Source: an optimization exercise on an open RTL-to-GDS flow (aim: small area). Production flows keep margins and buffers that such runs may drop. RTL that was checked went through simulation tests only; none was proved equivalent to the original.

==> 04-07: inputs <==
==> flow/design.v <==
module top_module (
    input  wire         clk,
    input  wire         rst,
    input  wire         white_turn,
    input  wire [7:0]   col_in,
    output reg  [2:0]   row_addr,
    output reg          row_addr_en,
    output wire [255:0] piece_values,
    output reg          move_executed,
    output reg          invalid_move,
    output reg  [2:0]   start_row,
    output reg  [2:0]   start_col,
    output reg  [2:0]   end_row,
    output reg  [2:0]   end_col,
    output reg  [3:0]   lifted_piece
);
    reg  [3:0] div;       
    reg        running;   
    reg  [7:0] col_d;     
    wire [63:0] sn;       
    wire row_step = (div == 4'd1) & running;
    always @(posedge clk or posedge rst) begin
        if (rst) begin
            div         <= 4'd0;
            running     <= 1'b0;
            row_addr    <= 3'd0;
            row_addr_en <= 1'b1;
        end else begin
            div         <= div + 4'd1;
            running     <= running | (div == 4'd15);
            row_addr_en <= 1'b0;
            if (row_step)
                row_addr <= row_addr + 3'd1;
        end
    end
    always @(posedge clk)
        col_d <= col_in;
    genvar gr, gc;
    generate
        for (gr = 0; gr < 8; gr = gr + 1) begin : srow
            for (gc = 0; gc < 8; gc = gc + 1) begin : scol
                reg q;
                assign sn[gr*8+gc] = q;
                if (gr == 7 && gc == 0) begin : rbit
                    always @(posedge clk or posedge rst)
                        if (rst)
                            q <= 1'b1;
                        else if (row_step && row_addr == gr)
                            q <= col_d[gc];
                end else begin : nbit
                    always @(posedge clk)
                        if (row_step && row_addr == gr)
                            q <= col_d[gc];
                end
            end
        end
    endgenerate
    wire match = (sn == 64'h0000_FFFF_FFFF_0000);
    localparam [2:0] S_IDLE_C = 3'd0;   
    localparam [2:0] S_IDLE_M = 3'd1;   
    localparam [2:0] S_DL     = 3'd2;
    localparam [2:0] S_DLS    = 3'd3;
    localparam [2:0] S_WP     = 3'd4;
    localparam [2:0] S_WPS    = 3'd5;
    localparam [2:0] S_VAL    = 3'd6;
    localparam [2:0] S_IW     = 3'd7;
    reg        proc;        
    reg  [2:0] st;
    reg  [5:0] idx;         
    reg        cap_valid;
    reg  [5:0] cap_idx;
    wire [255:0] board;
    assign piece_values = board;
    wire [3:0] bsel  = board[idx*4 +: 4];
    wire       occ_x = bsel[0] | bsel[1] | bsel[2];    
    wire       sens_x = ~sn[idx];
    wire [5:0] sidx  = {start_row, start_col};
    wire       at_start = (idx == sidx);
    wire [2:0] sr = start_row, sc = start_col;
    wire [2:0] er = idx[5:3],  ec = idx[2:0];
    wire [2:0] adr = (sr > er) ? (sr - er) : (er - sr);
    wire [2:0] adc = (sc > ec) ? (sc - ec) : (ec - sc);
    wire hz = (sr == er);
    wire vt = (sc == ec);
    wire dg = (adr == adc);
    wire up_r = (er > sr);
    wire up_c = (ec > sc);
    wire same_sign = (up_r == up_c);
    wire [3:0] d1 = {1'b0, sr} - {1'b0, sc} + 4'd7;   
    wire [3:0] d2 = {1'b0, sr} + {1'b0, sc};          
    wire [7:0] rbt, cbt, rh, cv;
    wire [14:0] p1, p2;
    genvar gk;
    generate
        for (gk = 0; gk < 8; gk = gk + 1) begin : rc
            assign rbt[gk] = (gk > sr && gk < er) || (gk > er && gk < sr);
            assign cbt[gk] = (gk > sc && gk < ec) || (gk > ec && gk < sc);
            assign rh[gk]  = hz && (sr == gk);
            assign cv[gk]  = vt && (sc == gk);
        end
        for (gk = 0; gk < 15; gk = gk + 1) begin : dl
            assign p1[gk] = !vt && same_sign  && (d1 == gk);
            assign p2[gk] = !vt && !same_sign && (d2 == gk);
        end
    endgenerate
    wire [63:0] blk;
    generate
        for (gr = 0; gr < 8; gr = gr + 1) begin : brow
            for (gc = 0; gc < 8; gc = gc + 1) begin : bcol
                wire occ = board[(gr*8+gc)*4] | board[(gr*8+gc)*4+1] | board[(gr*8+gc)*4+2];
                assign blk[gr*8+gc] = occ &
                    ((rbt[gr] & (cv[gc] | p1[gr-gc+7] | p2[gr+gc])) | (rh[gr] & cbt[gc]));
            end
        end
    endgenerate
    wire clear = ~|blk;
    wire dest_ok = !occ_x || (bsel[3] == white_turn);
    wire knight  = (adr == 3'd2 && adc == 3'd1) || (adr == 3'd1 && adc == 3'd2);
    wire king    = (adr <= 3'd1) && (adc <= 3'd1);
    wire rook    = (hz || vt) && clear;
    wire bishop  = dg && clear;
    wire w_fwd1  = ({1'b0, er} + 4'd1) == {1'b0, sr};
    wire b_fwd1  = ({1'b0, sr} + 4'd1) == {1'b0, er};
    wire pawn_w  = white_turn && lifted_piece == 4'h1 &&
                   ((w_fwd1 && vt && !occ_x) ||
                    (sr == 3'd6 && er == 3'd4 && vt && !occ_x && clear) ||
                    (w_fwd1 && adc == 3'd1 && occ_x && bsel[3]));
    wire pawn_b  = !white_turn && lifted_piece == 4'hF &&
                   ((b_fwd1 && vt && !occ_x) ||
                    (sr == 3'd1 && er == 3'd3 && vt && !occ_x && clear) ||
                    (b_fwd1 && adc == 3'd1 && occ_x && !bsel[3]));
    reg rule_ok;
    always @* begin
        case (lifted_piece)
            4'h1, 4'hF: rule_ok = pawn_w | pawn_b;
            4'h4, 4'hC: rule_ok = rook;
            4'h5, 4'hB: rule_ok = knight;
            4'h6, 4'hA: rule_ok = bishop;
            4'h3, 4'hD: rule_ok = rook | bishop;
            4'h2, 4'hE: rule_ok = king;
            default:    rule_ok = 1'b0;
        endcase
    end
    wire valid = dest_ok & rule_ok;
    wire lift     = occ_x & ~sens_x;
    wire own      = white_turn ? ~bsel[3] : bsel[3];
    wire place    = ~at_start & ((~occ_x & sens_x) |
                                 (cap_valid & (idx == cap_idx) & occ_x & sens_x));
    wire returned = at_start & sens_x;
    always @(posedge clk or posedge rst) begin
        if (rst) begin
            st <= S_IDLE_C;
        end else begin
            case (st)
                S_IDLE_C, S_IDLE_M: st <= S_DL;
                S_DL:  st <= S_DLS;
                S_DLS: if (lift) st <= own ? S_WP : S_IW;
                S_WP:  st <= S_WPS;
                S_WPS: if (returned) st <= S_WP; else if (place) st <= S_VAL;
                S_VAL: st <= valid ? S_IDLE_M : S_IW;
                S_IW:  if (sens_x) st <= S_IDLE_C;
            endcase
        end
    end
    always @(posedge clk) begin
        case (st)
            S_DL, S_WP: idx <= 6'd0;
            S_DLS: if (!lift) idx <= idx + 6'd1;
            S_WPS: if (!returned && !place) idx <= idx + 6'd1;
            S_VAL: if (!valid) idx <= sidx;
            default: ;
        endcase
        if (st == S_DLS && lift && own)
            cap_valid <= 1'b0;
        else if (st == S_WPS && !at_start && occ_x && !sens_x) begin
            cap_valid <= 1'b1;
            cap_idx   <= idx;
        end
    end
    always @(posedge clk or posedge rst) begin
        if (rst) begin
            proc          <= 1'b0;
            move_executed <= 1'b0;
            invalid_move  <= 1'b0;
            start_row     <= 3'd0;
            start_col     <= 3'd0;
            end_row       <= 3'd0;
            end_col       <= 3'd0;
            lifted_piece  <= 4'd0;
        end else begin
            proc          <= proc | match;
            move_executed <= proc & (st == S_IDLE_M);
            invalid_move  <= (~proc & ~match) | (st == S_IW);
            if (st == S_WP) begin
                start_row <= idx[5:3];
                start_col <= idx[2:0];
            end
            if (st == S_VAL) begin
                end_row <= idx[5:3];
                end_col <= idx[2:0];
            end
            if (st == S_IDLE_C)
                lifted_piece <= 4'd0;
            else if (st == S_WP || st == S_IW)
                lifted_piece <= bsel;
        end
    end
    localparam [255:0] INIT = {
        32'h45623654, 32'h11111111, 32'h00000000, 32'h00000000,
        32'h00000000, 32'h00000000, 32'hFFFFFFFF, 32'hCBAEDABC };
    wire load = ~proc & match;
    wire upd  = proc & (st == S_IDLE_M);
    wire [5:0] eidx = {end_row, end_col};
    generate
        for (gk = 0; gk < 64; gk = gk + 1) begin : sq
            reg [3:0] q;
            assign board[gk*4 +: 4] = q;
            always @(posedge clk or posedge rst) begin
                if (rst)
                    q <= 4'd0;
                else if (load)
                    q <= INIT[gk*4 +: 4];
                else if (upd && eidx == gk)
                    q <= lifted_piece;
                else if (upd && sidx == gk)
                    q <= 4'd0;
            end
        end
    endgenerate
endmodule
==> flow/run.sh <==
#!/bin/bash
# synth_recipe.tcl (not shown) runs the flow's synth.tcl, then flattens the netlist and writes it again
# the make line also repeats each setting of config.mk as NAME=value (left out here)
make -C /OpenROAD-flow-scripts/flow DESIGN_CONFIG=/design/flow/config.mk WORK_HOME=/design/flow/orfs CLKGATE_MAP_FILE= SYNTH_SCRIPT=/design/flow/synth_recipe.tcl finish
==> flow/config.mk <==
export PLATFORM = sky130hd
export DESIGN_NAME = top_module
export DESIGN_NICKNAME = top_module
export VERILOG_FILES = /design/flow/design.v
export SDC_FILE = /design/flow/constraint.sdc
export NUM_CORES = 4
export LEC_CHECK = 0
export CAP_MARGIN = 20
export CORE_MARGIN = 2
export CORE_UTILIZATION = 30
export SLEW_MARGIN = 20
==> flow/constraint.sdc <==
create_clock -name core_clock -period 12.0 [get_ports {clk}]
set_input_delay 2.4000 -clock core_clock [delete_from_list [all_inputs] [get_ports {clk}]]
set_output_delay 2.4000 -clock core_clock [all_outputs]
set_load 0.01 [all_outputs]
==> 09-08: changes against 04-07 <==
--- a/flow/design.v
+++ b/flow/design.v
@@ -37,4 +37,5 @@
         col_d <= col_in;
     genvar gr, gc;
+    wire [7:0] row_we = {8{row_step}} & (8'd1 << row_addr);
     generate
         for (gr = 0; gr < 8; gr = gr + 1) begin : srow
@@ -42,14 +43,12 @@
                 reg q;
                 assign sn[gr*8+gc] = q;
+                wire d = (q & ~row_we[gr]) | (col_d[gc] & row_we[gr]);
                 if (gr == 7 && gc == 0) begin : rbit
                     always @(posedge clk or posedge rst)
-                        if (rst)
-                            q <= 1'b1;
-                        else if (row_step && row_addr == gr)
-                            q <= col_d[gc];
+                        if (rst) q <= 1'b1;
+                        else     q <= d;
                 end else begin : nbit
                     always @(posedge clk)
-                        if (row_step && row_addr == gr)
-                            q <= col_d[gc];
+                        q <= d;
                 end
             end
@@ -89,17 +88,16 @@
     wire [3:0] d1 = {1'b0, sr} - {1'b0, sc} + 4'd7;   
     wire [3:0] d2 = {1'b0, sr} + {1'b0, sc};          
-    wire [7:0] rbt, cbt, rh, cv;
-    wire [14:0] p1, p2;
+    wire hv = hz | vt;
+    wire [7:0] rb, cb;
+    wire [14:0] on1, on2;
     genvar gk;
     generate
         for (gk = 0; gk < 8; gk = gk + 1) begin : rc
-            assign rbt[gk] = (gk > sr && gk < er) || (gk > er && gk < sr);
-            assign cbt[gk] = (gk > sc && gk < ec) || (gk > ec && gk < sc);
-            assign rh[gk]  = hz && (sr == gk);
-            assign cv[gk]  = vt && (sc == gk);
+            assign rb[gk] = (gk > sr && gk < er) || (gk > er && gk < sr) || (hz && sr == gk);
+            assign cb[gk] = (gk > sc && gk < ec) || (gk > ec && gk < sc) || (vt && sc == gk);
         end
         for (gk = 0; gk < 15; gk = gk + 1) begin : dl
-            assign p1[gk] = !vt && same_sign  && (d1 == gk);
-            assign p2[gk] = !vt && !same_sign && (d2 == gk);
+            assign on1[gk] = hv || (same_sign  && d1 == gk);
+            assign on2[gk] = hv || (!same_sign && d2 == gk);
         end
     endgenerate
@@ -109,6 +107,5 @@
             for (gc = 0; gc < 8; gc = gc + 1) begin : bcol
                 wire occ = board[(gr*8+gc)*4] | board[(gr*8+gc)*4+1] | board[(gr*8+gc)*4+2];
-                assign blk[gr*8+gc] = occ &
-                    ((rbt[gr] & (cv[gc] | p1[gr-gc+7] | p2[gr+gc])) | (rh[gr] & cbt[gc]));
+                assign blk[gr*8+gc] = occ & rb[gr] & cb[gc] & (on1[gr-gc+7] | on2[gr+gc]);
             end
         end
@@ -212,17 +209,19 @@
     wire upd  = proc & (st == S_IDLE_M);
     wire [5:0] eidx = {end_row, end_col};
+    wire [7:0] e_r = {8{upd}} & (8'd1 << end_row);
+    wire [7:0] e_c = 8'd1 << end_col;
+    wire [7:0] s_r = {8{upd}} & (8'd1 << start_row);
+    wire [7:0] s_c = 8'd1 << start_col;
     generate
         for (gk = 0; gk < 64; gk = gk + 1) begin : sq
             reg [3:0] q;
             assign board[gk*4 +: 4] = q;
+            wire wr   = e_r[gk/8] & e_c[gk%8];
+            wire keep = ~(wr | (s_r[gk/8] & s_c[gk%8]));
+            wire [3:0] d = (q & {4{keep}}) | (lifted_piece & {4{wr}}) |
+                           (INIT[gk*4 +: 4] & {4{load}});
             always @(posedge clk or posedge rst) begin
-                if (rst)
-                    q <= 4'd0;
-                else if (load)
-                    q <= INIT[gk*4 +: 4];
-                else if (upd && eidx == gk)
-                    q <= lifted_piece;
-                else if (upd && sidx == gk)
-                    q <= 4'd0;
+                if (rst) q <= 4'd0;
+                else     q <= d;
             end
         end
==> flow/flow/run.sh (new file) <==
#!/bin/bash
# Own layout flow: the standard flow (standard.sh) with three changes that
# only affect how the layout is made:
#  1. Yosys's ABC step maps the logic with an area-oriented script
#     (flow/abc_area.script) instead of ORFS's; the rest of the synthesis,
#     and so every register, is the standard one.
#  2. Ports are buffered with the smallest buffer (buf_1).
#  3. Clock tree synthesis without dummy loads and with smaller buffers.
# Each step's full output goes to a log file in this folder.
set -euo pipefail
w=$(pwd)
rm -rf "$w/sd"
cp -r "$FLOW_HOME/scripts" "$w/sd"
cp "$w/flow/abc_area.script" "$w/sd/abc_area.script"
export SCRIPTS_DIR="$w/sd"
export ABC_AREA=1
bash standard.sh synth > "$w/synth.log" 2>&1
export BUFFER_PORTS_ARGS="-buffer_cell sky130_fd_sc_hd__buf_1"
export CTS_ARGS="-sink_clustering_enable -repair_clock_nets -dont_use_dummy_load -sink_clustering_size 24 -buf_list {sky130_fd_sc_hd__clkbuf_4}"
bash standard.sh finish > "$w/layout.log" 2>&1
==> flow/flow/abc_area.script (new file) <==
&get -n
&st
&dch -f
&nf -R 1000
&put
topo
==> flow/standard.sh (new file) <==
#!/bin/bash
# synth_recipe.tcl (not shown) runs the flow's synth.tcl, then flattens the netlist and writes it again
# the make line also repeats each setting of config.mk as NAME=value (left out here)
make -C /OpenROAD-flow-scripts/flow DESIGN_CONFIG=/design/flow/config.mk WORK_HOME=/design/flow/orfs CLKGATE_MAP_FILE= SYNTH_SCRIPT=/design/flow/synth_recipe.tcl "${@:-finish}"
- ABC_AREA: not set -> 1
- CAP_MARGIN: 20 -> 0
- CORE_UTILIZATION: 30 -> 55
- SLEW_MARGIN: 20 -> 0
removed: flow/run.sh
==> results.yml <==
status:
  outcome: "no timing/DRC/antenna violations"
finish:
  n_all_inverters: 38
synth:
  synth-simple-area-share_pct: 21.6
  syn_area_um2: 22000
  synthMuxAreaShare_pct: 8.20
route:
  via_per_inst: 6.06
floorplanning:
  die_area_um2: 75600
global_routing:
  grt_pass1_vias: 21000
  met3_usage_pct: 5.94
sta:
  slew-limit-headroom_pct: 15.6
  fmax_mhz: 168
the above is filed under 04-07

==> results.yml <==
synth:
  synth-simple-area-share_pct: 14.8
floorplanning:
  die_area_um2: 34900
status:
  outcome: "complete, but fails checks"
  failed_checks: "slew limit"
finish:
  n_all_inverters: 29
global_routing:
  met3_usage_pct: 14.0
sta:
  slew_violations: 8
the above is filed under 09-08

The RTL of 09-08 was laid out without a check of its function.

-- afterwards: timing with drivers on the ports --
The results above use ideal ports. As a check the final layouts listed here were re-extracted and re-timed, cells and wires unchanged.
Step 1 assumes that a clkbuf_16 drives the clock port and a buf_2 every other input.
Step 2 also shifts input and output timing later by t, the mid clock arrival at the registers, as if the neighbouring blocks saw the same clock.
a / b / c = ideal / step 1 / step 2; a / b = the first two.
run | shift t [ns] | setup slack, ns | worst setup path after step 2 | worst register clock-pin slew, ns | worst data-port slew with drivers (ns)
04-07 | 0.643 | 6.037 / 6.037 / 6.037 | register to register | 0.07 / 0.07 | 0.03
09-08 | 0.861 | 5.494 / 5.494 / 5.494 | register to register | 0.07 / 0.07 | 0.03
